Background: an optimization exercise with open tools, aiming at small area. Do not read the settings as production practice.
Only simulation tests tie the RTL to the original design; equivalence was not proved.
Power is estimated from default activity; no workload was simulated.

File: design.v
module dataPath(
	input IRload,JMPmux, PCload, Meminst, MemWr, Aload, Reset, Clock, Sub,In,
	input [1:0] Asel,
	input [7:0] Input,
	output Aeq0, Apos,
	output [4:0] Address,
	output wire [2:0] IR,
	output [7:0] Output, RAM_Q);
	reg [7:0] ir, a, q;
	reg [4:0] pc;
	reg [7:0] mem [0:31];
	function [7:0] init_val(input integer w);
		case (w)
			0: init_val = 8'b10000000;  1: init_val = 8'b00111110;
			2: init_val = 8'b10000000;  3: init_val = 8'b00111111;
			4: init_val = 8'b00011110;  5: init_val = 8'b01111111;
			6: init_val = 8'b10110000;  7: init_val = 8'b11001100;
			8: init_val = 8'b00011111;  9: init_val = 8'b01111110;
			10: init_val = 8'b00111111; 11: init_val = 8'b11000100;
			12: init_val = 8'b00011110; 13: init_val = 8'b01111111;
			14: init_val = 8'b00111110; 15: init_val = 8'b11000100;
			16: init_val = 8'b00011110; 17: init_val = 8'b11111111;
			default: init_val = 8'b00000000;
		endcase
	endfunction
	wire [4:0] addr_n;
	genvar g, k;
	generate for (g = 0; g < 5; g = g + 1) begin : am
		mux2i u_m(.a0(pc[g]), .a1(ir[g]), .s(Meminst), .y(addr_n[g]));
		inv u_i(.a(addr_n[g]), .y(Address[g]));
	end endgenerate
	assign IR = ir[7:5];
	assign Output = a;
	assign Aeq0 = (a == 8'd0);
	assign Apos = ~a[7];
	assign RAM_Q = q;
	wire [31:0] rsel, wen;
	wire hold;
	dec u_dec(.a(Address), .an(addr_n), .In(In), .MemWr(MemWr), .rsel(rsel), .hold(hold), .wen(wen));
	wire [7:0] d0 = {8{In}} & a;
	wire [7:0] d1 = {8{~In}} | a;
	generate for (g = 0; g < 32; g = g + 1) begin : word
		for (k = 0; k < 8; k = k + 1) begin : b
			always @(posedge Clock)
				if (wen[g])
					mem[g][k] <= (g <= 17 || g >= 30) ? (init_val(g) >> k & 1 ? d1[k] : d0[k]) : a[k];
		end
	end endgenerate
	wire [7:0] q_next;
	generate for (g = 0; g < 8; g = g + 1) begin : rbit
		wire [32:0] d, s;
		for (k = 0; k < 32; k = k + 1) begin : t
			assign d[k] = mem[k][g];
		end
		assign d[32] = q[g];
		assign s = {hold, rsel};
		wire [10:0] nt;
		for (k = 0; k < 11; k = k + 1) begin : a
			aoi222 u(.a1(s[3*k]), .b1(d[3*k]), .a2(s[3*k+1]), .b2(d[3*k+1]), .a3(s[3*k+2]), .b3(d[3*k+2]), .y(nt[k]));
		end
		nand11 n(.x(nt), .y(q_next[g]));
	end endgenerate
	always @(posedge Clock) q <= q_next;
	always @(posedge Clock, posedge Reset)
		if (Reset) ir <= 8'd0;
		else if (IRload) ir <= q;
	wire [4:0] pc_inc;
	wire pc_jmp;
	pcnext u_pc(.pc(pc), .PCload(PCload), .JMPmux(JMPmux), .jmp(pc_jmp), .y(pc_inc));
	always @(posedge Clock, posedge Reset)
		if (Reset) pc <= 5'd0;
		else pc <= pc_jmp ? ir[4:0] : pc_inc;
	wire [7:0] a_next;
	wire c1 = q[0] ? a[0] : Sub;
	alu u_alu(.c1(c1), .a(a), .q(q), .in(Input), .Asel(Asel), .Sub(Sub), .Aload(Aload), .y(a_next));
	always @(posedge Clock, posedge Reset)
		if (Reset) a <= 8'd0;
		else a <= a_next;
endmodule
module dec(input [4:0] a, an, input In, MemWr, output [31:0] rsel, output hold, output [31:0] wen);
	wire [7:0] nhi;
	wire [3:0] nlo_r, nlo_w;
	predec u_pre(.a(a), .an(an), .In(In), .MemWr(MemWr), .nhi(nhi), .nlo_r(nlo_r), .nlo_w(nlo_w), .hold(hold));
	genvar w;
	generate for (w = 0; w < 32; w = w + 1) begin : d
		nor2 u_r(.a(nlo_r[w % 4]), .b(nhi[w / 4]), .y(rsel[w]));
		if (w <= 17 || w >= 30) begin : init
			o21ai u_w(.a1(nlo_w[w % 4]), .a2(nhi[w / 4]), .b1(In), .y(wen[w]));
		end else begin : plain
			nor2 u_w(.a(nlo_w[w % 4]), .b(nhi[w / 4]), .y(wen[w]));
		end
	end endgenerate
endmodule
module predec(input [4:0] a, an, input In, MemWr, output [7:0] nhi, output [3:0] nlo_r, nlo_w, output hold);
	wire mwn;
	genvar j;
	inv u_mw(.a(MemWr), .y(mwn));
	nand2 u_hold(.a(In), .b(mwn), .y(hold));
	generate for (j = 0; j < 8; j = j + 1) begin : h
		nand3 u(.a(j & 1 ? a[2] : an[2]), .b(j & 2 ? a[3] : an[3]), .c(j & 4 ? a[4] : an[4]), .y(nhi[j]));
	end
	for (j = 0; j < 4; j = j + 1) begin : l
		nand4 u_r(.a(In), .b(mwn), .c(j & 1 ? a[0] : an[0]), .d(j & 2 ? a[1] : an[1]), .y(nlo_r[j]));
		nand4 u_w(.a(In), .b(MemWr), .c(j & 1 ? a[0] : an[0]), .d(j & 2 ? a[1] : an[1]), .y(nlo_w[j]));
	end endgenerate
endmodule
module mux2i(input a0, a1, s, output y);
	assign y = ~(s ? a1 : a0);
endmodule
module inv(input a, output y);
	assign y = ~a;
endmodule
module nand2(input a, b, output y);
	assign y = ~(a & b);
endmodule
module nand3(input a, b, c, output y);
	assign y = ~(a & b & c);
endmodule
module nand4(input a, b, c, d, output y);
	assign y = ~(a & b & c & d);
endmodule
module nor2(input a, b, output y);
	assign y = ~(a | b);
endmodule
module o21ai(input a1, a2, b1, output y);
	assign y = ~((a1 | a2) & b1);
endmodule
module alu(input c1, input [7:0] a, q, in, input [1:0] Asel, input Sub, Aload, output [7:0] y);
	wire [7:0] sum;
	wire [7:0] c;
	xor2 u0(.a(a[0]), .b(q[0]), .y(sum[0]));
	assign c[1] = c1;
	genvar i;
	generate for (i = 1; i < 8; i = i + 1) begin : b
		wire qx;
		xor2 u_x(.a(q[i]), .b(Sub), .y(qx));
		if (i < 7) begin : f
			fadd u_f(.a(a[i]), .b(qx), .ci(c[i]), .s(sum[i]), .co(c[i+1]));
		end else begin : l
			wire p;
			xor2 u_p(.a(a[i]), .b(qx), .y(p));
			xor2 u_s(.a(p), .b(c[i]), .y(sum[i]));
		end
	end endgenerate
	wire s1, s0;
	alusel u_sel(.Asel(Asel), .Aload(Aload), .s1(s1), .s0(s0));
	generate for (i = 0; i < 8; i = i + 1) begin : m
		mux4 u_m(.d0(a[i]), .d1(q[i]), .d2(sum[i]), .d3(in[i]), .s0(s0), .s1(s1), .y(y[i]));
	end endgenerate
endmodule
module alusel(input [1:0] Asel, input Aload, output s1, s0);
	assign s1 = Aload & ~Asel[1];
	assign s0 = Aload & (Asel[1] | Asel[0]);
endmodule
module pcnext(input [4:0] pc, input PCload, JMPmux, output jmp, output [4:0] y);
	wire inc;
	pcsel u_sel(.PCload(PCload), .JMPmux(JMPmux), .jmp(jmp), .inc(inc));
	wire [5:0] c;
	assign c[0] = inc;
	genvar i;
	generate for (i = 0; i < 5; i = i + 1) begin : b
		if (i < 4) begin : h
			hadd u_h(.a(pc[i]), .b(c[i]), .s(y[i]), .co(c[i+1]));
		end else begin : x
			xor2 u_x(.a(pc[i]), .b(c[i]), .y(y[i]));
		end
	end endgenerate
endmodule
module pcsel(input PCload, JMPmux, output jmp, inc);
	assign jmp = PCload & JMPmux;
	assign inc = PCload & ~JMPmux;
endmodule
module hadd(input a, b, output s, co);
	assign {co, s} = a + b;
endmodule
module xor2(input a, b, output y);
	assign y = a ^ b;
endmodule
module fadd(input a, b, ci, output s, co);
	assign {co, s} = a + b + ci;
endmodule
module mux4(input d0, d1, d2, d3, s0, s1, output y);
	assign y = s1 ? (s0 ? d3 : d2) : (s0 ? d1 : d0);
endmodule
module aoi222(input a1, b1, a2, b2, a3, b3, output y);
	assign y = ~((a1 & b1) | (a2 & b2) | (a3 & b3));
endmodule
module nand11(input [10:0] x, output y);
	assign y = ~&x;
endmodule
File: config.mk
export PLATFORM = sky130hd
export DESIGN_NAME = dataPath
export DESIGN_NICKNAME = dataPath
export VERILOG_FILES = /design/flow/design.v
export SDC_FILE = /design/flow/constraint.sdc
export NUM_CORES = 4
export LEC_CHECK = 0
export CAP_MARGIN = 0
export CORE_MARGIN = 2
export CORE_UTILIZATION = 80
export GPL_TIMING_DRIVEN = 0
export SETUP_SLACK_MARGIN = 0.05
export SLEW_MARGIN = 0
export SYNTH_HIERARCHICAL = 1
File: flow/run.sh
#!/bin/bash
# The standard layout, with these changes: the port buffers are buf_1 cells instead of the
# clkdlybuf4s50_1 that buffer_ports picks by default, the buffers that abc left in the netlist
# are removed before placement, and CTS builds the tree from small clock buffers and adds no
# dummy loads.
set -euo pipefail
export REMOVE_ABC_BUFFERS=1
export BUFFER_PORTS_ARGS="-buffer_cell sky130_fd_sc_hd__buf_1"
export CTS_ARGS="-sink_clustering_enable -repair_clock_nets -buf_list sky130_fd_sc_hd__clkbuf_4 -sink_clustering_size 11 -sink_clustering_max_diameter 60 -dont_use_dummy_load"
bash standard.sh > standard.log 2>&1
File: constraint.sdc
create_clock -name core_clock -period 4.0 [get_ports {Clock}]
set_input_delay 0.8000 -clock core_clock [delete_from_list [all_inputs] [get_ports {Clock}]]
set_output_delay 0.8000 -clock core_clock [all_outputs]
set_load 0.01 [all_outputs]
File: standard.sh
#!/bin/bash
# synth_recipe.tcl (not shown) runs the flow's synth.tcl, then flattens the netlist and writes it again
# the make line also repeats each setting of config.mk as NAME=value (left out here)
make -C /OpenROAD-flow-scripts/flow DESIGN_CONFIG=/design/flow/config.mk WORK_HOME=/design/flow/orfs CLKGATE_MAP_FILE= SYNTH_SCRIPT=/design/flow/synth_recipe.tcl "${@:-finish}"
==> flow_summary.ini, run 1 <==
[critical_path]
slowest_stage = mux4_2
cp_common_cell = fa_1
timing.rr.start = q[0]
worst-path-buf-inv = 0
critPathLaunch = q[0]
regToRegSetupSlack_ns = 0.15
crit_family = adder cells
max_stage_delay_ns = 0.46
worstSetupEndpointType = flip-flop
crit_type = reg -> reg
worstSetupStartpointType = flip-flop
cp_max_fo = 6
arrival_ns = 4.41
crit_required_ns = 4.56
crit_chain = mux2_2, fa_1, fa_2, fa_1, fa_1, fa_1, fa_1, xor2_1, mux4_2

[detailed_routing]
viasPerCell = 7.89
wl_per_cell_um = 31.7
dr.first_iter.drc_count = 1254
num_vias = 6439
dr.pass1.iters = 6
drc = 0
wirelength_mm = 25.8
ant_nets = 0

[floorplan]
die_area_um2 = 14300
core_area_um2 = 13100
io_pins = 46
rows = 42
initial_core_util_pct = 81.2
fp.dieW_um = 119
die_y_um = 119

[logic_synthesis]
yosys.area.top_type = edfxtp_1
syn_inst = 570
yosys-mux-area-fraction_pct = 3.64
synth_compound_area_share_pct = 9.27
synth_warnings = 8
synthSimpleGateAreaFrac_pct = 5.52
synth_top_family_by_area = compound AO/OA/AOI/OAI gates
synth_seq_cells = 285
synth_area_um2 = 10700
synth_top_area_share_pct = 72.1
synth-adder-area-share_pct = 1.60
yosys-top-cells-area = edfxtp_1 (72%), a222oi_1 (8.3%), dfrtp_1 (4.9%)
avgSynthCellArea_um2 = 18.7
synthDistinctLibCells = 28
synth-xor-area-share_pct = 0.903
seq_area_frac_synth_pct = 78.5

[sta]
hold_viol_final = 0
whs_ns = 0.213
finalSetupTns_ns = 0
worst_pin_slew_ns = 0.938
slew_viol_final = 0
period_share_pct = 96.1
fin_crit_ns = 3.85
setup_viol = 0
timing.final.ws_setup_ns = 0.155
max_slew_margin_pct = 37.5
clock_skew_ns = 0.0373
rsz0062_at_grt = no
clock.fmax_mhz = 260

[placed_design]
dpl.cell_count = 786
dp_slack_ns = -0.515
port-buffer-count = 45
hpwl_mm = 16.9
gp_congestion = 0.889
detailed_place.area_um2 = 11000

[power_and_ir_drop]
p_total_mw = 7.04
vdd_drop_max_v = 0.000382
p_leak_nw = 3.68
p_per_area_nw_per_um2 = 626

[run_status]
outcome = no timing/DRC/antenna violations

[grt]
antenna_found_initial = 2
grt_use_met3_pct = 7.61
grt_use_total_pct = 37.1
grt_util_met1_pct = 53.8
top_usage_layer = met2
grt_start_max_net_pins = 46
grt_pass1_wl_mm = 37.4
gr-total-overflow = 0
grt_use_met2_pct = 57.8
first_global_vias = 6190

[clock_tree]
cts_sinks = 285
holdBufCountCts = 0
cts-root-buf = clkbuf_4
htree_levels = 1
cts_made_buffers = 29
cts.reportedPaths.clkPinSlew_ns = 0.12
cts_tree = yes
clockBufferDepth = 3
insertion_delay_ns = 0.68

[cells_and_area]
nNetsFinal = 672
layout.cells.non_filler = 816
nFillCells = 584
final_util_pct = 85.7
fin_area_um2 = 11300
drive_above_1_share_pct = 8.13
n_antenna_cell = 0
syn_to_final_growth_pct = 5.58

[min_path]
hp-class = in -> async

[run]
maxCapViolCount = 0
cell usage after synthesis:
master / instances
o21a_1: 1
buf_4: 3
or3_1: 8
and2b_2: 1
xor2_1: 11
and2_1: 7
fa_1: 6
o21ai_1: 20
nand4_1: 24
dfxtp_1: 8
mux2i_1: 5
mux2_1: 8
nand2b_1: 7
nor2_1: 45
ha_1: 4
a222oi_1: 88
nand3_1: 16
clkbuf_1: 1
or4_1: 2
edfxtp_1: 256
buf_2: 1
inv_1: 8
and2_2: 2
dfrtp_1: 21
mux2_2: 6
nand2_1: 2
nor2b_1: 1
mux4_2: 8
path summary, 6_finish.rpt:
kind,to,cells past startpoint
setup reg to reg,a[7],9
max in group asynchronous,a[0],2
min in group core_clock,a[3],2
hold / removal,ir[1],2
hold reg to reg,ir[7],1
setup / recovery,a[7],9
state kept, by name, summed over array words and instances (netlist names):
signal,flops
ir,8
a,8
pc,5
q,8
mem,256
repair_timing:
action | 4_1_cts | 5_1_grt
setup endpoints to repair | 2 | 1
resized for setup | 4 | 2
pin swaps | 0 | 0
buffers inserted | 1 | 0
final cells by class:
type	count	area (µm²)	area share [%]
clock buffers	29	218	1.93
inverters	8	30.0	0.267
multi-input cells	272	2230	19.8
flip-flops and latches	285	8380	74.4
well taps	176	220	1.96
repair buffers	46	178	1.58
cells in the final DEF (no fill, tap or decap), types with 11 or more instances in the layout:
cell type / count
edfxtp_1: 256
a222oi_1: 88
nor2_1: 45
buf_1: 44
clkbuf_4: 29
nand4_1: 24
o21ai_1: 20
dfrtp_1: 19
nand3_1: 16
xor2_1: 11
per-module statistics from Yosys, one instance, submodules excluded, a selection:
module  times used  flops+latches  cell area, µm²
aoi222          88              0            10.0
mux2i            5              0            10.0
pcsel            1              0            16.3
nand4            8              0            6.26
nand11           8              0            23.8
fadd             6              0            20.0
xor2            11              0            8.76
nor2            44              0            3.75
alusel           1              0            13.8
o21ai           20              0            5.00
nand3            8              0            5.00
mux4             8              0            22.5
nand2            1              0            3.75
inv              6              0            3.75
hadd             4              0            12.5
routing by layer:
| metal | routed length (µm) | share of wire, % |
|---|---|---|
| met5 | 0 | 0 |
| met3 | 4190 | 16 |
| met1 | 8340 | 32 |
| met4 | 969 | 3.8 |
| met2 | 12300 | 48 |
cell families after synthesis:
| family | Yosys count |
|---|---|
| xor gates and xnor gates | 11 |
| AOI/OAI and AO/OA | 109 |
| DFF | 285 |
| muxes | 27 |
| and+or+nand+nor | 115 |
| buffers and inverters | 13 |
| adders and majority gates | 10 |
report_power, final:
group | switching (mW) | internal (mW) | total (mW)
sequential | 0.483 | 4.01 | 4.49
clock | 0.798 | 0.333 | 1.13
combinational | 0.937 | 0.486 | 1.42
total | 2.22 | 4.83 | 7.04
==> run 2, diff against run 1 <==
--- a/design.v
+++ b/design.v
@@ -72,6 +72,5 @@
 		else pc <= pc_jmp ? ir[4:0] : pc_inc;
 	wire [7:0] a_next;
-	wire c1 = q[0] ? a[0] : Sub;
-	alu u_alu(.c1(c1), .a(a), .q(q), .in(Input), .Asel(Asel), .Sub(Sub), .Aload(Aload), .y(a_next));
+	alu u_alu(.a(a), .q(q), .in(Input), .Asel(Asel), .Sub(Sub), .Aload(Aload), .y(a_next));
 	always @(posedge Clock, posedge Reset)
 		if (Reset) a <= 8'd0;
@@ -126,30 +125,36 @@
 	assign y = ~((a1 | a2) & b1);
 endmodule
-module alu(input c1, input [7:0] a, q, in, input [1:0] Asel, input Sub, Aload, output [7:0] y);
-	wire [7:0] sum;
+module alu(input [7:0] a, q, in, input [1:0] Asel, input Sub, Aload, output [7:0] y);
+	wire sg, eq, ei, ka;
+	alusel u_sel(.Asel(Asel), .Aload(Aload), .Sub(Sub), .sg(sg), .eq(eq), .ei(ei), .ka(ka));
 	wire [7:0] c;
-	xor2 u0(.a(a[0]), .b(q[0]), .y(sum[0]));
-	assign c[1] = c1;
+	assign c[0] = sg;
 	genvar i;
-	generate for (i = 1; i < 8; i = i + 1) begin : b
-		wire qx;
-		xor2 u_x(.a(q[i]), .b(Sub), .y(qx));
+	generate for (i = 0; i < 8; i = i + 1) begin : b
+		wire x, qx, yv;
+		and2 u_a(.a(a[i]), .b(ka), .y(x));
+		xor2 u_x(.a(q[i]), .b(sg), .y(qx));
+		ao22 u_y(.a1(qx), .a2(eq), .b1(in[i]), .b2(ei), .y(yv));
 		if (i < 7) begin : f
-			fadd u_f(.a(a[i]), .b(qx), .ci(c[i]), .s(sum[i]), .co(c[i+1]));
+			fadd u_f(.a(x), .b(yv), .ci(c[i]), .s(y[i]), .co(c[i+1]));
 		end else begin : l
 			wire p;
-			xor2 u_p(.a(a[i]), .b(qx), .y(p));
-			xor2 u_s(.a(p), .b(c[i]), .y(sum[i]));
+			xor2 u_p(.a(x), .b(yv), .y(p));
+			xor2 u_s(.a(p), .b(c[i]), .y(y[i]));
 		end
 	end endgenerate
-	wire s1, s0;
-	alusel u_sel(.Asel(Asel), .Aload(Aload), .s1(s1), .s0(s0));
-	generate for (i = 0; i < 8; i = i + 1) begin : m
-		mux4 u_m(.d0(a[i]), .d1(q[i]), .d2(sum[i]), .d3(in[i]), .s0(s0), .s1(s1), .y(y[i]));
-	end endgenerate
 endmodule
-module alusel(input [1:0] Asel, input Aload, output s1, s0);
-	assign s1 = Aload & ~Asel[1];
-	assign s0 = Aload & (Asel[1] | Asel[0]);
+module alusel(input [1:0] Asel, input Aload, Sub, output sg, eq, ei, ka);
+	wire arith = Aload & ~Asel[1] & ~Asel[0];
+	assign sg = Sub & arith;                       
+	assign eq = Aload & (Asel[1] | ~Asel[0]);     
+	assign ei = Aload & ~Asel[1] & Asel[0];       
+	assign ka = ~(Aload & (Asel[1] | Asel[0]));   
+endmodule
+module and2(input a, b, output y);
+	assign y = a & b;
+endmodule
+module ao22(input a1, a2, b1, b2, output y);
+	assign y = (a1 & a2) | (b1 & b2);
 endmodule
 module pcnext(input [4:0] pc, input PCload, JMPmux, output jmp, output [4:0] y);
@@ -180,7 +185,4 @@
 	assign {co, s} = a + b + ci;
 endmodule
-module mux4(input d0, d1, d2, d3, s0, s1, output y);
-	assign y = s1 ? (s0 ? d3 : d2) : (s0 ? d1 : d0);
-endmodule
 module aoi222(input a1, b1, a2, b2, a3, b3, output y);
 	assign y = ~((a1 & b1) | (a2 & b2) | (a3 & b3));
--- a/flow/run.sh
+++ b/flow/run.sh
@@ -7,4 +7,4 @@
 export REMOVE_ABC_BUFFERS=1
 export BUFFER_PORTS_ARGS="-buffer_cell sky130_fd_sc_hd__buf_1"
-export CTS_ARGS="-sink_clustering_enable -repair_clock_nets -buf_list sky130_fd_sc_hd__clkbuf_4 -sink_clustering_size 11 -sink_clustering_max_diameter 60 -dont_use_dummy_load"
+export CTS_ARGS="-sink_clustering_enable -repair_clock_nets -buf_list sky130_fd_sc_hd__clkbuf_4 -sink_clustering_size 10 -sink_clustering_max_diameter 60 -dont_use_dummy_load"
 bash standard.sh > standard.log 2>&1
==> flow_summary.ini, run 2 <==
[cells_and_area]
final_util_pct = 86.0
syn_to_final_growth_pct = 6.18
final_common_cell = edfxtp_1
nNetsFinal = 690
drive_above_1_share_pct = 8.07
final_cell_mix = edfxtp_1 (256), a222oi_1 (88), nor2_1 (45), buf_1 (44), clkbuf_4 (34)
nFillCells = 592
top_register = mem
largest_reg_flops = 256

[power_and_ir_drop]
vdd_drop_max_v = 0.000435
p_per_area_nw_per_um2 = 603
p_leak_nw = 3.78

[grt]
grt_pass1_wl_mm = 37.8
grt_use_total_pct = 37.6
antenna_found_initial = 2
first_global_vias = 6211
gr-total-overflow = 0
grt_use_met3_pct = 9.34
top_usage_layer = met2
grt_use_met2_pct = 58.8
grt_util_met1_pct = 52.4
grt_start_max_net_pins = 30

[floorplan]
io_pins = 46
core_area_um2 = 13100
die_area_um2 = 14200
fp.dieW_um = 119
rows = 42
initial_core_util_pct = 81.0
die_y_um = 119

[logic_synthesis]
seq_area_frac_synth_pct = 78.7
synth_edf_count = 256
yosys-top-cells-area = edfxtp_1 (72%), a222oi_1 (8.3%), dfrtp_1 (4.9%)
synth_area_um2 = 10600
synth_seq_cells = 285
synthTopCellsByCount = edfxtp_1 (256), a222oi_1 (88), nor2_1 (45)
avgSynthCellArea_um2 = 18.3
synth_ff_type = edfxtp_1
yosys.area.top_type = edfxtp_1
synth_warnings = 8
syn_inst = 581
synth_top_area_share_pct = 72.3
yosysMostFrequentCell = edfxtp_1
async_flop_share_pct = 7.37
synthDistinctLibCells = 30

[clock_tree]
cts_tree = yes
cts_sinks = 285
cts.reportedPaths.clkPinSlew_ns = 0.11
htree_levels = 2
cts-root-buf = clkbuf_4
cts_made_buffers = 34
insertion_delay_ns = 0.63
clockBufferDepth = 3

[placed_design]
gp_congestion = 0.928
hpwl_mm = 16.9
port-buffer-count = 45
dp_slack_ns = -0.884

[detailed_routing]
drc = 0
ant_nets = 0
wl_per_cell_um = 30.8
num_vias = 6591
wirelength_mm = 25.7
dr.first_iter.drc_count = 1498
viasPerCell = 7.90
dr.pass1.iters = 8

[sta]
timing.final.ws_setup_ns = 0.149
fin_crit_ns = 3.85
max_slew_margin_pct = 42.6
clock.fmax_mhz = 260
clock_skew_ns = 0.0424
setup_viol = 0
period_share_pct = 96.3
hold_viol_final = 0
worst_pin_slew_ns = 0.857
finalSetupTns_ns = 0
slew_viol_final = 0
rsz0062_at_grt = no

[critical_path]
crit_type = in -> reg
arrival_ns = 4.36
worstSetupStartpointType = primary input
worstSetupEndpointType = flip-flop
cp_max_fo = 3
crit_required_ns = 4.51

[min_path]
hp-class = in -> async

[run_status]
outcome = no timing/DRC/antenna violations

[run]
maxCapViolCount = 0
==> run 2: cell count changes in the layout (fill, tap and decap cells not counted), moves of 3 or more <==
cell,previous run,this run
and2_1,7,15
fa_1,5,2
mux4_2,8,0
clkbuf_4,29,34
fa_2,1,5
a22o_1,0,8
==> run 2: cell families after synthesis <==
| kind of cell | count (synthesis) | synth area share, % |
|---|---|---|
| AOI/OAI and AO/OA | 118 | 10.0 |
| DFF | 285 | 78.7 |
| and+or+nand+nor | 124 | 6.14 |
| xor gates and xnor gates | 11 | 0.906 |
| adders and majority gates | 11 | 1.79 |
| muxes | 18 | 1.85 |
| buffers and inverters | 14 | 0.612 |
==> run 2: final cells by class <==
| cell class | count | area [µm²] | area share [%] |
|---|---|---|---|
| sequential | 285 | 8370 | 74.1 |
| clock buffer | 34 | 255 | 2.26 |
| antenna | 1 | 2.50 | 0.0222 |
| tap | 176 | 220 | 1.95 |
| timing repair buffer | 47 | 193 | 1.71 |
| inverter | 9 | 33.8 | 0.299 |
| multi-input combinational | 282 | 2220 | 19.6 |
==> run 2: metrics by stage <==
stage / instances / power (mW) / hold WS, ns / area (µm²)
floorplan: 576 / 4.92 / 0.475 / 10600
global placement: 797 / 5.48 / 0.468 / 11000
detailed placement: 798 / 5.60 / 0.473 / 11000
CTS: 833 / 6.76 / 0.300 / 11300
global route: 834 / 7.05 / 0.334 / 11300
finish: 834 / 6.81 / 0.283 / 11300
==> run 2: final timing paths <==
kind / from / endpoint / slack, ns / depth (start not counted)
min in group core_clock: ir[5] / ir[5] / 0.49 / 1
setup reg to reg: a[0] / a[7] / 0.28 / 9
hold / removal: Reset / a[1] / 0.28 / 2
hold reg to reg: ir[5] / ir[5] / 0.49 / 1
setup / recovery: Asel[1] / a[7] / 0.15 / 12
max in group asynchronous: Reset / a[0] / 3.17 / 2
==> run 2: per-layer routing <==
| layer | vias to the layer above | wire length [µm] |
|---|---|---|
| met5 | - | 0 |
| met3 | 105 | 3620 |
| li1 | 2663 | - |
| met4 | 0 | 1170 |
| met2 | 638 | 12200 |
| met1 | 3185 | 8630 |
==> run 2: worst max-delay path: stages <==
cell	delay [ns]
clkbuf_2	0.11
and4bb_4	0.34
xor2_1	0.08
a22o_1	0.27
fa_2	0.37
fa_1	0.40
fa_2	0.36
fa_2	0.35
fa_2	0.36
fa_1	0.39
fa_2	0.35
xor2_1	0.17
==> run 2: what timing repair did <==
item	CTS	global route
gates cloned	0	0
endpoints found under the hold margin	0	0
setup buffers	1	0
hold buffers	0	0
endpoints found under the setup margin	2	2
pin swaps	1	0
gates resized for setup	4	5
==> run 2: per-module statistics from Yosys (local to each module, per instance), excerpt <==
module	flops+latches	area (µm²)
nand4	0	6.26
nand2	0	3.75
inv	0	3.75
o21ai	0	5.00
hadd	0	12.5
dataPath	285	8680
nor2	0	3.75
==> run 2: power breakdown <==
group          internal [mW]  total (mW)  switching [mW]
clock network          0.395        1.21           0.812
logic                  0.353        1.21           0.858
registers               3.96        4.39           0.432
==> run 3, diff against run 2 <==
--- a/config.mk
+++ b/config.mk
@@ -8,5 +8,5 @@
 export CAP_MARGIN = 0
 export CORE_MARGIN = 2
-export CORE_UTILIZATION = 80
+export CORE_UTILIZATION = 70
 export GPL_TIMING_DRIVEN = 0
 export SETUP_SLACK_MARGIN = 0.05
==> flow_summary.ini, run 3 <==
[sta]
worst_pin_slew_ns = 0.905
period_share_pct = 97.7
timing.final.ws_setup_ns = 0.0925
finalSetupTns_ns = 0
clock_skew_ns = 0.0506
clock.fmax_mhz = 256
setup_viol = 0
fin_crit_ns = 3.91
whs_ns = 0.290
slew_viol_final = 0
rsz0062_at_grt = no
hold_viol_final = 0
max_slew_margin_pct = 39.7

[critical_path]
timing.rr.start = a[0]
cp_common_cell = fa_2
max_stage_delay_ns = 0.41
crit_type = in -> reg
critPathLaunch = Asel[1]
slowest_stage = fa_1
arrival_ns = 4.38
crit_required_ns = 4.47
cp_max_fo = 3
worstSetupEndpointType = flip-flop
crit_chain = clkbuf_2, and4bb_4, xor2_1, a22o_1, fa_1, fa_2, fa_1, fa_2, fa_2, fa_2, fa_1, xor2_1
worstSetupStartpointType = primary input

[logic_synthesis]
synth_seq_cells = 285
synth_area_um2 = 10600
yosys-top-cells-area = edfxtp_1 (72%), a222oi_1 (8.3%), dfrtp_1 (4.9%)
synth_ff_type = edfxtp_1
synth_warnings = 8
yosysMostFrequentCell = edfxtp_1
synth_top_area_share_pct = 72.3
seq_area_frac_synth_pct = 78.7
yosys.area.top_type = edfxtp_1
async_flop_share_pct = 7.37
synthDistinctLibCells = 30
synthTopCellsByCount = edfxtp_1 (256), a222oi_1 (88), nor2_1 (45)
synth_edf_count = 256
avgSynthCellArea_um2 = 18.3
syn_inst = 581

[power_and_ir_drop]
p_per_area_nw_per_um2 = 600
vdd_drop_max_v = 0.000362
p_leak_nw = 3.78
p_total_mw = 6.77

[cells_and_area]
final_util_pct = 75.1
seq_area_um2 = 8370
layout.cells.non_filler = 845
nNetsFinal = 689
fin_area_um2 = 11300
nFillCells = 907
largest_reg_flops = 256
drive_above_1_share_pct = 7.93
syn_to_final_growth_pct = 6.16
multiInputGateArea_um2 = 2210
top_register = mem
final_common_cell = edfxtp_1
final_cell_mix = edfxtp_1 (256), a222oi_1 (88), nor2_1 (45), buf_1 (42), clkbuf_4 (34)

[detailed_routing]
dr.pass1.iters = 8
wl_per_cell_um = 30.2
drc = 0
num_vias = 6340
wirelength_mm = 25.5
viasPerCell = 7.50
ant_nets = 0
dr.first_iter.drc_count = 1353

[floorplan]
die_area_um2 = 16200
io_pins = 46
die_y_um = 127
rows = 45
initial_core_util_pct = 70.8
fp.dieW_um = 127
core_area_um2 = 15000

[run_status]
outcome = no timing/DRC/antenna violations

[grt]
grt_use_total_pct = 32.5
grt_pass1_wl_mm = 37.7
gr-total-overflow = 0
first_global_vias = 6126
antenna_found_initial = 1
grt_start_max_net_pins = 46

[min_path]
hp-class = in -> async

[run]
maxCapViolCount = 0

[clock_tree]
clockBufferDepth = 3
holdBufCountCts = 0
cts.reportedPaths.clkPinSlew_ns = 0.11
cts_sinks = 285
htree_levels = 2
cts-root-buf = clkbuf_4
cts_made_buffers = 34
insertion_delay_ns = 0.63
cts_tree = yes

[placed_design]
hpwl_mm = 17.0
gp_congestion = 0.918
detailed_place.area_um2 = 11000
port-buffer-count = 45
dp_slack_ns = -0.841
dpl.cell_count = 809
[run 3: per-layer routing]
metal	GRT usage [%]	up-vias	wire length (µm)
li1	-	2659	-
met1	47.6	3156	9390
met2	50.4	477	12300
met3	6.41	48	3200
met4	11.3	0	672
met5	0	-	0
[run 3: layout make-up]
class                           count  area share [%]
Timing Repair Buffer               46            1.60
Inverter                            9           0.299
Sequential cell                   285            74.1
Antenna cell                        1          0.0222
Tap cell                          188            2.08
Clock buffer                       34            2.26
Multi-Input combinational cell    282            19.6
[run 3: worst max-delay path: cells and delay by family]
kind	cells	cell delay, ns
AOI/OAI and AO/OA	1	0.27
buffers and inverters	1	0.10
adders and majority gates	7	2.59
and+or+nand+nor	1	0.36
xor gates and xnor gates	2	0.25
[run 3: kinds of logic after synthesis]
kind of cell / count (synthesis) / share of synthesized area, %
adders and majority gates: 11 / 1.79
and+or+nand+nor: 124 / 6.14
DFF: 285 / 78.7
xor gates and xnor gates: 11 / 0.906
AOI/OAI and AO/OA: 118 / 10.0
buffers and inverters: 14 / 0.612
muxes: 18 / 1.85
[run 3: final timing paths]
path | endpoint | slack, ns | cells past startpoint
max | a[7] | 0.09 | 12
max reg2reg | a[7] | 0.18 | 9
min reg2reg | ir[5] | 0.51 | 1
min in group core_clock | ir[5] | 0.51 | 1
max in group asynchronous | a[7] | 3.16 | 2
min | pc[1] | 0.29 | 2
[run 3: where the power goes]
| group | internal, mW | total, mW | switching [mW] | leakage, nW |
|---|---|---|---|---|
| sequential | 3.96 | 4.39 | 0.432 | 2.76 |
| clock | 0.395 | 1.22 | 0.826 | 0.156 |
| combinational | 0.346 | 1.16 | 0.811 | 0.863 |
| total | 4.70 | 6.77 | 2.07 | 3.78 |
[run 3: repair_timing]
action	CTS	global route
resized for setup	3	4
buffers inserted	1	0
pin swaps	1	0
endpoints found under the setup margin	2	1
[run 3: per-module statistics from Yosys (local to each module, per instance), excerpt]
module  area, µm²  cells  flops+latches  copies in the design
and2         6.26      1              0                     8
nand2        3.75      1              0                     1
inv          3.75      1              0                     6
aoi222       10.0      1              0                    88
fadd         20.0      1              0                     7
nand3        5.00      1              0                     8
hadd         12.5      1              0                     4
xor2         8.76      1              0                    11
nand11       23.8      4              0                     8
==> run 4, diff against run 3 <==
--- a/design.v
+++ b/design.v
@@ -126,29 +126,39 @@
 endmodule
 module alu(input [7:0] a, q, in, input [1:0] Asel, input Sub, Aload, output [7:0] y);
-	wire sg, eq, ei, ka;
-	alusel u_sel(.Asel(Asel), .Aload(Aload), .Sub(Sub), .sg(sg), .eq(eq), .ei(ei), .ka(ka));
+	wire sg, eq, ei, ka, arith;
+	alusel u_sel(.Asel(Asel), .Aload(Aload), .Sub(Sub), .arith(arith), .sg(sg), .eq(eq), .ei(ei), .ka(ka));
 	wire [7:0] c;
-	assign c[0] = sg;
 	genvar i;
 	generate for (i = 0; i < 8; i = i + 1) begin : b
-		wire x, qx, yv;
+		wire x, yv;
 		and2 u_a(.a(a[i]), .b(ka), .y(x));
-		xor2 u_x(.a(q[i]), .b(sg), .y(qx));
-		ao22 u_y(.a1(qx), .a2(eq), .b1(in[i]), .b2(ei), .y(yv));
-		if (i < 7) begin : f
-			fadd u_f(.a(x), .b(yv), .ci(c[i]), .s(y[i]), .co(c[i+1]));
-		end else begin : l
-			wire p;
-			xor2 u_p(.a(x), .b(yv), .y(p));
-			xor2 u_s(.a(p), .b(c[i]), .y(y[i]));
-		end
-	end endgenerate
-endmodule
-module alusel(input [1:0] Asel, input Aload, Sub, output sg, eq, ei, ka);
-	wire arith = Aload & ~Asel[1] & ~Asel[0];
+		if (i == 0) begin : z
+			wire m;
+			ao22 u_y(.a1(q[i]), .a2(eq), .b1(in[i]), .b2(ei), .y(yv));
+			xor2 u_s(.a(x), .b(yv), .y(y[i]));
+			mux2c u_m(.a0(Sub), .a1(a[i]), .s(q[i]), .en(arith), .y(c[1]));
+		end else begin : n
+			wire qx;
+			xor2 u_x(.a(q[i]), .b(sg), .y(qx));
+			ao22 u_y(.a1(qx), .a2(eq), .b1(in[i]), .b2(ei), .y(yv));
+			if (i < 7) begin : f
+				fadd u_f(.a(x), .b(yv), .ci(c[i]), .s(y[i]), .co(c[i+1]));
+			end else begin : l
+				wire p;
+				xor2 u_p(.a(x), .b(yv), .y(p));
+				xor2 u_s(.a(p), .b(c[i]), .y(y[i]));
+			end
+		end
+	end endgenerate
+endmodule
+module alusel(input [1:0] Asel, input Aload, Sub, output arith, sg, eq, ei, ka);
+	assign arith = Aload & ~Asel[1] & ~Asel[0];     
 	assign sg = Sub & arith;                       
 	assign eq = Aload & (Asel[1] | ~Asel[0]);     
 	assign ei = Aload & ~Asel[1] & Asel[0];       
 	assign ka = ~(Aload & (Asel[1] | Asel[0]));   
+endmodule
+module mux2c(input a0, a1, s, en, output y);
+	assign y = en & (s ? a1 : a0);
 endmodule
 module and2(input a, b, output y);
--- a/flow/run.sh
+++ b/flow/run.sh
@@ -7,4 +7,4 @@
 export REMOVE_ABC_BUFFERS=1
 export BUFFER_PORTS_ARGS="-buffer_cell sky130_fd_sc_hd__buf_1"
-export CTS_ARGS="-sink_clustering_enable -repair_clock_nets -buf_list sky130_fd_sc_hd__clkbuf_4 -sink_clustering_size 10 -sink_clustering_max_diameter 60 -dont_use_dummy_load"
+export CTS_ARGS="-sink_clustering_enable -repair_clock_nets -buf_list sky130_fd_sc_hd__clkbuf_8 -sink_clustering_size 22 -sink_clustering_max_diameter 50 -dont_use_dummy_load"
 bash standard.sh > standard.log 2>&1
==> flow_summary.ini, run 4 <==
[critical_path]
worstSetupStartpointType = primary input
arrival_ns = 4.20
crit_type = in -> reg
crit_required_ns = 4.39
r2r_cells = 9
worstSetupEndpointType = flip-flop
cp_max_fo = 3

[placed_design]
hpwl_mm = 16.8
port-buffer-count = 45
detailed_place.area_um2 = 11000
gp_congestion = 0.868

[power_and_ir_drop]
p_per_area_nw_per_um2 = 604
vdd_drop_max_v = 0.000391
p_switching_mw = 2.05
combinationalPowerShare_pct = 17.0
p_int_mw = 4.78
p_leak_nw = 3.78
clkPwrFrac_pct = 18.7
seq_power_share_pct = 64.3
swShare_pct = 30.0

[floorplan]
io_pins = 46
fp.dieW_um = 127
core_area_um2 = 15000
initial_core_util_pct = 70.8
rows = 45
die_y_um = 127
die_area_um2 = 16200

[cells_and_area]
n_antenna_cell = 0
nNetsFinal = 677
final_util_pct = 75.3
largest_reg_flops = 256
final_common_cell = edfxtp_1
fin_area_um2 = 11300
nFillCells = 891
drive_above_1_share_pct = 5.27
final_cell_mix = edfxtp_1 (256), a222oi_1 (88), nor2_1 (45), buf_1 (44), nand4_1 (24)
syn_to_final_growth_pct = 6.33
top_register = mem

[detailed_routing]
viasPerCell = 7.60
dr.first_iter.drc_count = 1133
wirelength_mm = 25.4
ant_nets = 0
drc = 0
dr.pass1.iters = 7
num_vias = 6332
wl_per_cell_um = 30.5

[min_path]
hp-class = in -> async

[logic_synthesis]
syn_inst = 583
seq_area_frac_synth_pct = 78.7
synth_seq_cells = 285
avgSynthCellArea_um2 = 18.3
synth_ff_type = edfxtp_1
async_flop_share_pct = 7.37
yosysMostFrequentCell = edfxtp_1
yosys.area.top_type = edfxtp_1
synth_warnings = 8
synth_top_area_share_pct = 72.2
synthDistinctLibCells = 31
synthTopCellsByCount = edfxtp_1 (256), a222oi_1 (88), nor2_1 (45)
synth_area_um2 = 10600
yosys-top-cells-area = edfxtp_1 (72%), a222oi_1 (8.3%), dfrtp_1 (4.9%)
synth_edf_count = 256

[sta]
worst_pin_slew_ns = 0.888
finalSetupTns_ns = 0
rsz0062_at_grt = no
max_slew_margin_pct = 40.4
slew_viol_final = 0
hold_viol_final = 0
clock_skew_ns = 0.0476
fin_crit_ns = 3.81
clock.fmax_mhz = 263
period_share_pct = 95.2
setup_viol = 0

[grt]
grt_start_max_net_pins = 46
first_global_vias = 5903
antenna_found_initial = 1
grt_use_total_pct = 31.8
gr-total-overflow = 0
grt_pass1_wl_mm = 36.8

[clock_tree]
cts_made_buffers = 21
cts_sinks = 285
htree_levels = 1
holdBufCountCts = 0
clockBufferDepth = 3
insertion_delay_ns = 0.55
cts-root-buf = clkbuf_8
cts_tree = yes
cts.reportedPaths.clkPinSlew_ns = 0.10

[run]
maxCapViolCount = 0

[run_status]
outcome = no timing/DRC/antenna violations
==> run 4: metrics by stage <==
step | hold slack (ns) | cells | setup slack [ns] | power [mW]
global route | 0.444 | 833 | 0.0772 | 7.08
CTS | 0.399 | 832 | 0.0700 | 6.83
finish | 0.383 | 833 | 0.194 | 6.83
global placement | 0.470 | 811 | -0.502 | 5.51
floorplan | 0.475 | 578 | -0.220 | 4.93
detailed placement | 0.493 | 811 | -0.555 | 5.60
==> run 4: cell families (layout without fill, tap and decap cells) <==
group / Yosys count / in the layout / synth area share (%)
compound gates: 118 / 118 / 10.0
xor+xnor: 11 / 11 / 0.905
mux: 19 / 19 / 1.94
fa+ha+maj: 10 / 10 / 1.60
flops: 285 / 285 / 78.7
buf+inv: 14 / 76 / 0.611
simple gates: 126 / 126 / 6.26
==> run 4: worst max-delay path, cell delays in order <==
cell	delay, ns
buf_1	0.10
nor3b_2	0.22
and2_4	0.18
xor2_1	0.06
a22o_1	0.26
fa_1	0.41
fa_1	0.39
fa_1	0.41
fa_1	0.42
fa_1	0.39
fa_1	0.38
xor2_1	0.17
==> run 4: Yosys stat by module (local to each module, per instance), a selection <==
module | area (µm²) | copies in the design
o21ai | 5.00 | 20
nand11 | 23.8 | 8
and2 | 6.26 | 8
mux2c | 16.3 | 1
ao22 | 8.76 | 8
mux2i | 10.0 | 5
dataPath | 8680 | 1
nand3 | 5.00 | 8
aoi222 | 10.0 | 88
nand2 | 3.75 | 1
inv | 3.75 | 6
==> run 4: final timing paths <==
check                         to  startpoint  slack [ns]
hold reg to reg            ir[7]       ir[7]        0.51
min in group core_clock    ir[7]       ir[7]        0.51
setup reg to reg            a[7]        a[0]        0.30
max in group asynchronous  ir[2]       Reset        3.08
setup / recovery            a[7]     Asel[1]        0.19
hold / removal             pc[4]       Reset        0.38
==> run 4: area by class of cell <==
class	count	area [µm²]	area share (%)
flip-flops and latches	285	8370	74.0
multi-input cells	284	2200	19.5
clock buffers	21	289	2.55
well taps	188	235	2.08
repair buffers	46	178	1.57
inverters	9	33.8	0.299
==> run 4: power groups by stage <==
stage	Combinational, mW	Sequential, mW	Clock (mW)
after global placement	1.10	4.41	0
after floorplan	0.647	4.28	0
after global routing	1.24	4.43	1.40
after CTS	1.15	4.38	1.29
final	1.16	4.39	1.28
after detailed placement	1.15	4.45	0
==> run 4: layer usage <==
metal | wire (µm) | track usage [%]
met5 | 7 | 0
met4 | 712 | 9.50
met3 | 3070 | 6.37
met2 | 12300 | 51.4
met1 | 9340 | 45.3
==> run 4: what timing repair did <==
action / 4_1_cts / 5_1_grt
setup endpoints to repair: 1 / 2
buffers inserted: 0 / 1
resized for setup: 1 / 1
pin swaps: 0 / 1
==> run 5, diff against run 4 <==
--- a/flow/run.sh
+++ b/flow/run.sh
@@ -7,4 +7,4 @@
 export REMOVE_ABC_BUFFERS=1
 export BUFFER_PORTS_ARGS="-buffer_cell sky130_fd_sc_hd__buf_1"
-export CTS_ARGS="-sink_clustering_enable -repair_clock_nets -buf_list sky130_fd_sc_hd__clkbuf_8 -sink_clustering_size 22 -sink_clustering_max_diameter 50 -dont_use_dummy_load"
+export CTS_ARGS="-sink_clustering_enable -repair_clock_nets -buf_list sky130_fd_sc_hd__clkbuf_4 -sink_clustering_size 11 -sink_clustering_max_diameter 40 -dont_use_dummy_load"
 bash standard.sh > standard.log 2>&1
==> flow_summary.ini, run 5 <==
[floorplan]
fp.dieW_um = 127
initial_core_util_pct = 70.8
die_area_um2 = 16200
io_pins = 46
rows = 45
die_y_um = 127
core_area_um2 = 15000

[cells_and_area]
seq_area_um2 = 8370
fin_area_um2 = 11300
nNetsFinal = 692
nFillCells = 904
final_common_cell = edfxtp_1
drive_above_1_share_pct = 7.42
top_register = mem
syn_to_final_growth_pct = 6.17
final_cell_mix = edfxtp_1 (256), a222oi_1 (88), nor2_1 (45), buf_1 (44), clkbuf_4 (37)
multiInputGateArea_um2 = 2200
largest_reg_flops = 256

[sta]
setup_viol = 0
clock_skew_ns = 0.0929
clock.fmax_mhz = 263
whs_ns = 0.301
fin_crit_ns = 3.81
period_share_pct = 95.2
worst_pin_slew_ns = 0.903
max_slew_margin_pct = 39.2
slew_viol_final = 0
hold_viol_final = 0
rsz0062_at_grt = no

[critical_path]
crit_chain = buf_1, nor3b_2, and2_4, xor2_1, a22o_1, fa_1, fa_1, fa_1, fa_1, fa_1, fa_1, xor2_1
cp_common_cell = fa_1
cp_max_fo = 7
crit_required_ns = 4.46
worstSetupStartpointType = primary input
crit_type = in -> reg
max_stage_delay_ns = 0.43
slowest_stage = fa_1
arrival_ns = 4.27
worstSetupEndpointType = flip-flop

[run_status]
outcome = no timing/DRC/antenna violations

[detailed_routing]
drc = 0
wirelength_mm = 25.7
viasPerCell = 7.54
dr.first_iter.drc_count = 1232
ant_nets = 0
wl_per_cell_um = 30.3
num_vias = 6401
dr.pass1.iters = 8

[logic_synthesis]
yosys.area.top_type = edfxtp_1
synth_top_area_share_pct = 72.2
syn_inst = 583
synthDistinctLibCells = 31
yosysMostFrequentCell = edfxtp_1
async_flop_share_pct = 7.37
synth_area_um2 = 10600
avgSynthCellArea_um2 = 18.3
synth_edf_count = 256
seq_area_frac_synth_pct = 78.7
synth_ff_type = edfxtp_1
yosys-top-cells-area = edfxtp_1 (72%), a222oi_1 (8.3%), dfrtp_1 (4.9%)
synthTopCellsByCount = edfxtp_1 (256), a222oi_1 (88), nor2_1 (45)
synth_warnings = 8
synth_seq_cells = 285

[power_and_ir_drop]
p_leak_nw = 3.79
p_total_mw = 6.82
vdd_drop_max_v = 0.000360
p_per_area_nw_per_um2 = 604

[clock_tree]
cts.reportedPaths.clkPinSlew_ns = 0.11
insertion_delay_ns = 0.66
cts_tree = yes
clockBufferDepth = 3
cts-root-buf = clkbuf_4
cts_sinks = 285
postCtsSetupBuffers = 0
htree_levels = 2
cts_made_buffers = 37
holdBufCountCts = 0

[grt]
grt_pass1_wl_mm = 37.6
grt_start_max_net_pins = 46
antenna_found_initial = 1
first_global_vias = 6105
grt_use_total_pct = 32.6
gr-total-overflow = 0

[min_path]
hp-class = in -> async

[placed_design]
port-buffer-count = 45
hpwl_mm = 16.8
detailed_place.area_um2 = 11000
gp_congestion = 0.868

[run]
maxCapViolCount = 0
## run 5: power by group
part           internal [mW]  switching [mW]  total [mW]  leakage (nW)
logic                  0.347           0.819        1.17         0.858
registers               3.96           0.428        4.39          2.76
clock network          0.428           0.839        1.27         0.170
total                   4.74            2.09        6.82          3.79
## run 5: worst max-delay path: cells and delay by family
family | cells | cell delay, ns
buffers and inverters | 1 | 0.11
AND/OR/NAND/NOR | 2 | 0.44
adder cells (fa/ha/maj) | 6 | 2.41
XOR/XNOR | 2 | 0.25
AO/OA/AOI/OAI | 1 | 0.26
## run 5: per-stage QoR
stage	setup slack, ns	cells	utilization (%)	TNS [ns]
finish	0.191	849	75.1	0
CTS	0.146	848	75.1	0
global route	0.0576	849	75.1	0
detailed placement	-0.555	811	73.3	-1.07
floorplan	-0.220	578	-	-0.330
global placement	-0.502	811	73.3	-45.71
## run 5: Yosys stat by module, one instance, submodules excluded, excerpt
module	times used	cell area (µm²)	flip-flops and latches	cells
nor2	44	3.75	0	1
mux2c	1	16.3	0	2
mux2i	5	10.0	0	1
inv	6	3.75	0	1
xor2	11	8.76	0	1
alusel	1	42.5	0	6
## run 5: final timing paths
| check | from | to | slack, ns | cells past startpoint |
|---|---|---|---|---|
| min | Reset | ir[1] | 0.30 | 2 |
| min reg2reg | ir[7] | ir[7] | 0.51 | 1 |
| max reg2reg | a[0] | a[7] | 0.30 | 9 |
| max in group asynchronous | Reset | ir[7] | 3.12 | 2 |
| max | Aload | a[7] | 0.19 | 12 |
| min in group core_clock | ir[7] | ir[7] | 0.51 | 1 |
## run 5: cell type report
cell class,instances,share of cell area (%)
Timing Repair Buffer,45,1.51
Antenna cell,1,0.0222
Sequential cell,285,74.1
Multi-Input combinational cell,284,19.5
Clock buffer,37,2.46
Tap cell,188,2.08
Inverter,9,0.299
## run 5: kinds of logic after synthesis
logic type      count (synthesis)  synth area share (%)
buf+inv                        14                 0.611
simple gates                  126                  6.26
flops                         285                  78.7
compound gates                118                  10.0
mux                            19                  1.94
fa+ha+maj                      10                  1.60
xor+xnor                       11                 0.905
## run 5: timing repair
action | CTS | global route
hold endpoints to repair | 0 | 0
endpoints found under the setup margin | 1 | 1
pin swaps | 0 | 0
gates resized for setup | 1 | 1
cloned | 0 | 0
## run 5: layer usage
layer,wire (µm),vias up,GRT usage (%)
li1,-,2673,-
met1,9220,3163,46.1
met2,12500,503,52.7
met3,3310,62,7.04
met4,652,0,9.37
met5,0,-,0
==> run 6, diff against run 5 <==
--- a/flow/run.sh
+++ b/flow/run.sh
@@ -7,4 +7,4 @@
 export REMOVE_ABC_BUFFERS=1
 export BUFFER_PORTS_ARGS="-buffer_cell sky130_fd_sc_hd__buf_1"
-export CTS_ARGS="-sink_clustering_enable -repair_clock_nets -buf_list sky130_fd_sc_hd__clkbuf_4 -sink_clustering_size 11 -sink_clustering_max_diameter 40 -dont_use_dummy_load"
+export CTS_ARGS="-sink_clustering_enable -repair_clock_nets -buf_list sky130_fd_sc_hd__clkbuf_4 -sink_clustering_size 10 -sink_clustering_max_diameter 60 -dont_use_dummy_load"
 bash standard.sh > standard.log 2>&1
==> flow_summary.ini, run 6 <==
[clock_tree]
insertion_delay_ns = 0.63
htree_levels = 2
holdBufCountCts = 0
cts.reportedPaths.clkPinSlew_ns = 0.11
cts_tree = yes
postCtsSetupBuffers = 0
cts_sinks = 285
clockBufferDepth = 3
cts_made_buffers = 34
cts-root-buf = clkbuf_4

[critical_path]
arrival_ns = 4.35
crit_type = in -> reg
worstSetupEndpointType = flip-flop
crit_required_ns = 4.52
worstSetupStartpointType = primary input
cp_max_fo = 7

[grt]
first_global_vias = 6064
gr-total-overflow = 0
grt_pass1_wl_mm = 37.5
grt_use_total_pct = 32.6
grt_start_max_net_pins = 46
antenna_found_initial = 1

[sta]
setup_viol = 0
whs_ns = 0.273
max_slew_margin_pct = 40.6
period_share_pct = 95.6
fin_crit_ns = 3.82
hold_viol_final = 0
clock.fmax_mhz = 261
clock_skew_ns = 0.0436
slew_viol_final = 0
worst_pin_slew_ns = 0.882
rsz0062_at_grt = no

[power_and_ir_drop]
p_leak_nw = 3.78
p_per_area_nw_per_um2 = 603
p_total_mw = 6.79
vdd_drop_max_v = 0.000376

[placed_design]
gp_congestion = 0.868
port-buffer-count = 45
hpwl_mm = 16.8
detailed_place.area_um2 = 11000

[logic_synthesis]
syn_inst = 583
avgSynthCellArea_um2 = 18.3
yosys.area.top_type = edfxtp_1
synth_seq_cells = 285
seq_area_frac_synth_pct = 78.7
synthDistinctLibCells = 31
synth_warnings = 8
yosysMostFrequentCell = edfxtp_1
async_flop_share_pct = 7.37
synth_edf_count = 256
synthTopCellsByCount = edfxtp_1 (256), a222oi_1 (88), nor2_1 (45)
synth_top_area_share_pct = 72.2
synth_area_um2 = 10600
synth_ff_type = edfxtp_1
yosys-top-cells-area = edfxtp_1 (72%), a222oi_1 (8.3%), dfrtp_1 (4.9%)

[detailed_routing]
ant_nets = 0
route.met3.wl_mm = 3.17
wl_met2_mm = 12.5
top_layer = met4
wl_met1_mm = 9.41
num_vias = 6346
wirelength_mm = 25.7
dr.pass1.iters = 6
wl_per_cell_um = 30.4
dr.first_iter.drc_count = 1286
drc = 0
viasPerCell = 7.50

[cells_and_area]
nNetsFinal = 689
final_cell_mix = edfxtp_1 (256), a222oi_1 (88), nor2_1 (45), buf_1 (44), clkbuf_4 (34)
syn_to_final_growth_pct = 5.95
fin_area_um2 = 11300
top_register = mem
final_common_cell = edfxtp_1
drive_above_1_share_pct = 7.00
largest_reg_flops = 256

[floorplan]
initial_core_util_pct = 70.8
io_pins = 46
rows = 45
die_y_um = 127
fp.dieW_um = 127
core_area_um2 = 15000
die_area_um2 = 16200

[min_path]
hp-class = in -> async

[run_status]
outcome = no timing/DRC/antenna violations

[run]
maxCapViolCount = 0
==> run 6: kinds of logic (layout without fill, tap and decap cells) <==
family          Yosys count  in the layout  share of synthesized area [%]
simple gates            126            126                           6.26
fa+ha+maj                10             10                           1.60
xor+xnor                 11             11                          0.905
other cells               0              1                              0
compound gates          118            118                           10.0
buf+inv                  14             88                          0.611
flops                   285            285                           78.7
mux                      19             19                           1.94
==> run 6: metrics by stage <==
stage	utilization [%]	std cells	worst slack, ns	TNS [ns]
2_1_floorplan	-	578	-0.220	-0.330
3_3_place_gp	73.3	811	-0.502	-45.71
3_5_place_dp	73.3	811	-0.555	-1.07
4_1_cts	75.0	845	0.0956	0
5_1_grt	75.0	846	0.0759	0
6_report	75.0	846	0.176	0
==> run 6: modules after synthesis, one instance, submodules excluded, a selection <==
| module | cell area (µm²) | times used | cells | flops+latches |
|---|---|---|---|---|
| hadd | 12.5 | 4 | 1 | 0 |
| aoi222 | 10.0 | 88 | 1 | 0 |
| mux2c | 16.3 | 1 | 2 | 0 |
| and2 | 6.26 | 8 | 1 | 0 |
| alusel | 42.5 | 1 | 6 | 0 |
| ao22 | 8.76 | 8 | 1 | 0 |
| nand11 | 23.8 | 8 | 4 | 0 |
| inv | 3.75 | 6 | 1 | 0 |
| pcsel | 16.3 | 1 | 2 | 0 |
| nand4 | 6.26 | 8 | 1 | 0 |
| mux2i | 10.0 | 5 | 1 | 0 |
| fadd | 20.0 | 6 | 1 | 0 |
| nor2 | 3.75 | 44 | 1 | 0 |
| nand3 | 5.00 | 8 | 1 | 0 |
| nand2 | 3.75 | 1 | 1 | 0 |
==> run 6: what timing repair did <==
item / CTS / global route
hold endpoints to repair: 0 / 0
gates resized for setup: 0 / 1
endpoints found under the setup margin: 0 / 2
==> run 6: layout make-up <==
class | instances | area, µm²
Antenna cell | 1 | 2.50
Clock buffer | 34 | 255
Fill cell | 900 | 3760
Inverter | 9 | 33.8
Multi-Input combinational cell | 284 | 2200
Sequential cell | 285 | 8370
Tap cell | 188 | 235
Timing Repair Buffer | 45 | 170
==> run 6: final timing paths <==
check                              start  endpoint  slack, ns  cells after the start
min in group core_clock         Input[0]      a[0]       0.46                      3
max in group asynchronous          Reset     pc[3]       3.22                      2
worst min register to register     ir[0]     ir[0]       0.52                      1
worst max register to register      a[0]      a[7]       0.23                      9
worst min-delay path               Reset      a[2]       0.27                      2
worst max-delay path               Aload      a[7]       0.18                     12
==> run 6: power breakdown <==
group	switching, mW	leakage, nW	internal, mW	total [mW]
Combinational	0.815	0.858	0.347	1.16
Clock	0.848	0.156	0.394	1.24
Sequential	0.427	2.76	3.96	4.39
Total	2.09	3.78	4.70	6.79
==> run 6: routing by layer <==
layer	up-vias	GRT usage, %
met5	-	0
met4	0	9.18
met3	55	8.38
met2	457	52.1
met1	3171	45.9
li1	2663	-
==> run 6: worst max-delay path: stages <==
cell,delay [ns]
buf_1,0.09
nor3b_2,0.16
and2_2,0.27
xor2_1,0.18
a22o_1,0.26
fa_1,0.41
fa_1,0.39
fa_1,0.41
fa_1,0.42
fa_1,0.39
fa_1,0.38
xor2_1,0.17
==> run 7, diff against run 6 <==
--- a/flow/run.sh
+++ b/flow/run.sh
@@ -7,4 +7,4 @@
 export REMOVE_ABC_BUFFERS=1
 export BUFFER_PORTS_ARGS="-buffer_cell sky130_fd_sc_hd__buf_1"
-export CTS_ARGS="-sink_clustering_enable -repair_clock_nets -buf_list sky130_fd_sc_hd__clkbuf_4 -sink_clustering_size 10 -sink_clustering_max_diameter 60 -dont_use_dummy_load"
+export CTS_ARGS="-sink_clustering_enable -repair_clock_nets -buf_list sky130_fd_sc_hd__clkbuf_4 -sink_clustering_size 11 -sink_clustering_max_diameter 60 -dont_use_dummy_load"
 bash standard.sh > standard.log 2>&1
==> flow_summary.ini, run 7 <==
[sta]
clock.fmax_mhz = 264
worst_pin_slew_ns = 0.940
setup_viol = 0
hold_viol_final = 0
rsz0062_at_grt = no
timing.final.ws_setup_ns = 0.214
clock_skew_ns = 0.0274
slew_viol_final = 0
max_slew_margin_pct = 36.8
fin_crit_ns = 3.79
period_share_pct = 94.7

[power_and_ir_drop]
p_leak_nw = 3.76
vdd_drop_max_v = 0.000391
p_per_area_nw_per_um2 = 595
p_total_mw = 6.68

[logic_synthesis]
synth_compound_area_share_pct = 10.0
synth_edf_count = 256
yosysMostFrequentCell = edfxtp_1
yosys-mux-area-fraction_pct = 1.94
avgSynthCellArea_um2 = 18.3
synthDistinctLibCells = 31
synthTopCellsByCount = edfxtp_1 (256), a222oi_1 (88), nor2_1 (45)
synth_warnings = 8
async_flop_share_pct = 7.37
yosys.area.top_type = edfxtp_1
synth_seq_cells = 285
synth_ff_type = edfxtp_1
syn_inst = 583
seq_area_frac_synth_pct = 78.7
synth_top_family_by_area = compound AO/OA/AOI/OAI gates
synth_top_area_share_pct = 72.2
synthSimpleGateAreaFrac_pct = 6.26
yosys-top-cells-area = edfxtp_1 (72%), a222oi_1 (8.3%), dfrtp_1 (4.9%)
synth-adder-area-share_pct = 1.60
synth-xor-area-share_pct = 0.905
synth_area_um2 = 10600

[cells_and_area]
final_util_pct = 74.7
nFillCells = 910
syn_to_final_growth_pct = 5.60
largest_reg_flops = 256
top_register = mem
final_common_cell = edfxtp_1
multiInputGateArea_um2 = 2200
seq_area_um2 = 8370
nNetsFinal = 684
drive_above_1_share_pct = 6.29
final_cell_mix = edfxtp_1 (256), a222oi_1 (88), nor2_1 (45), buf_1 (44), clkbuf_4 (29)
fin_area_um2 = 11200

[placed_design]
detailed_place.area_um2 = 11000
hpwl_mm = 16.8
port-buffer-count = 45
dp_slack_ns = -0.555
gp_congestion = 0.868

[clock_tree]
cts.reportedPaths.clkPinSlew_ns = 0.12
postCtsSetupBuffers = 0
insertion_delay_ns = 0.68
cts-root-buf = clkbuf_4
cts_tree = yes
cts_made_buffers = 29
clockBufferDepth = 3
cts_sinks = 285
htree_levels = 1

[critical_path]
cp_max_fo = 7
crit_required_ns = 4.56
crit_cells = 12
r2r_cells = 9
worstSetupStartpointType = primary input
worstSetupEndpointType = flip-flop
worst-path-buf-inv = 1
crit_type = in -> reg
crit_family = adder cells
slowest_stage = fa_1
arrival_ns = 4.35
crit_chain = buf_1, nor3b_2, and2_2, xor2_1, a22o_1, fa_1, fa_1, fa_1, fa_1, fa_1, fa_1, xor2_1
cp_common_cell = fa_1
max_stage_delay_ns = 0.42

[grt]
antenna_found_initial = 2
gr-total-overflow = 0
grt_start_max_net_pins = 46
grt_pass1_wl_mm = 37.1
grt_use_total_pct = 32.1
first_global_vias = 6028

[min_path]
hp-class = in -> async

[run_status]
outcome = no timing/DRC/antenna violations

[run]
maxCapViolCount = 0

[floorplan]
fp.dieW_um = 127
rows = 45
core_area_um2 = 15000
die_area_um2 = 16200
die_y_um = 127
initial_core_util_pct = 70.8
io_pins = 46

[detailed_routing]
num_vias = 6281
dr.first_iter.drc_count = 1280
drc = 0
ant_nets = 0
wirelength_mm = 25.6
wl_per_cell_um = 30.4
dr.pass1.iters = 6
viasPerCell = 7.47
## run 7: power breakdown
group	total (mW)	leakage, nW	switching, mW	internal [mW]
clock network	1.14	0.133	0.805	0.333
logic	1.16	0.858	0.811	0.346
registers	4.39	2.76	0.425	3.96
## run 7: path summary, 6_finish.rpt
path / slack [ns] / startpoint / endpoint
max in group asynchronous: 3.25 / Reset / a[6]
worst min-delay path: 0.24 / Reset / a[2]
worst max register to register: 0.26 / a[0] / a[7]
min in group core_clock: 0.42 / Input[0] / a[0]
worst max-delay path: 0.21 / Aload / a[7]
worst min register to register: 0.52 / ir[7] / ir[7]
## run 7: cell families after synthesis
family          Yosys count
fa+ha+maj                10
mux                      19
flops                   285
buf+inv                  14
xor+xnor                 11
compound gates          118
simple gates            126
## run 7: worst register-to-register path, delay by kind of cell, from the launching register on
family | cells | cell delay [ns]
adders and majority gates | 6 | 2.38
DFF | 1 | 0.70
and+or+nand+nor | 1 | 0.08
xor gates and xnor gates | 1 | 0.17
muxes | 1 | 0.29
## run 7: metrics by stage
step	hold slack [ns]	cells	TNS [ns]
finish	0.242	841	0
global route	0.284	841	0
CTS	0.225	840	0
detailed placement	0.493	811	-1.07
global placement	0.470	811	-45.71
floorplan	0.475	578	-0.330
## run 7: metal layers
metal / track usage, % / wire length, µm / up-vias
li1: - / - / 2656
met1: 44.6 / 9110 / 3069
met2: 52.3 / 12400 / 485
met3: 7.04 / 3190 / 69
met4: 9.89 / 900 / 2
met5: 0 / 7 / -
## run 7: layout make-up
| class | instances | area share [%] |
|---|---|---|
| antenna | 1 | 0.0223 |
| clock buffer | 29 | 1.94 |
| timing repair buffer | 45 | 1.51 |
| inverter | 9 | 0.301 |
| tap | 188 | 2.09 |
| sequential | 285 | 74.5 |
| multi-input combinational | 284 | 19.6 |
## run 7: what timing repair did
action | in CTS | in global routing
endpoints found under the hold margin | 0 | 0
resized for setup | 0 | 1
hold buffers | 0 | 0
setup endpoints to repair | 0 | 1
## run 7: per-module statistics from Yosys, one instance, submodules excluded, a selection
module	cell area (µm²)	cells inside	flops+latches	copies in the design
o21ai	5.00	1	0	20
hadd	12.5	1	0	4
xor2	8.76	1	0	11
inv	3.75	1	0	6
nand2	3.75	1	0	1
alusel	42.5	6	0	1
nor2	3.75	1	0	44
nand3	5.00	1	0	8
ao22	8.76	1	0	8

==> static timing again, ports no longer ideal <==
How much do the figures lean on ideal ports? The routed layouts below were timed once more, with nothing changed but the port constraints. Step 1, drivers: a clkbuf_16 drives Clock and a buf_2 each remaining input, both assumed. Step 2 moves the port delays by t, midway between the first and last clock arrival at a register: inputs arrive t later, outputs are due t later. That takes back most of the time a late clock gives input paths. Slacks: ideal / step 1 / step 2; pairs: ideal / step 1.
run	shift t [ns]	slack for setup (ns)	hold WS [ns]	clock arrival spread, ns	worst data-port slew with drivers (ns)
run 1	0.697	0.155 / 0.155 / -0.489	0.213 / 0.198 / 0.510	0.037 / 0.038	0.04
run 2	0.643	0.149 / 0.163 / -0.480	0.283 / 0.269 / 0.495	0.046 / 0.045	0.05
run 3	0.637	0.093 / 0.107 / -0.531	0.290 / 0.275 / 0.507	0.051 / 0.051	0.04
run 4	0.561	0.194 / 0.203 / -0.358	0.383 / 0.364 / 0.506	0.048 / 0.048	0.04
run 5	0.649	0.191 / 0.202 / -0.447	0.301 / 0.282 / 0.506	0.093 / 0.094	0.04
run 6	0.649	0.176 / 0.187 / -0.463	0.273 / 0.257 / 0.520	0.047 / 0.047	0.04
run 7	0.706	0.214 / 0.224 / -0.481	0.242 / 0.227 / 0.516	0.029 / 0.029	0.04
With both steps, setup timing fails in every run listed, where it was met with ideal ports. The setup slack of run 7, which loses most, moves by +0.010 ns with the drivers and by -0.695 ns with both steps.
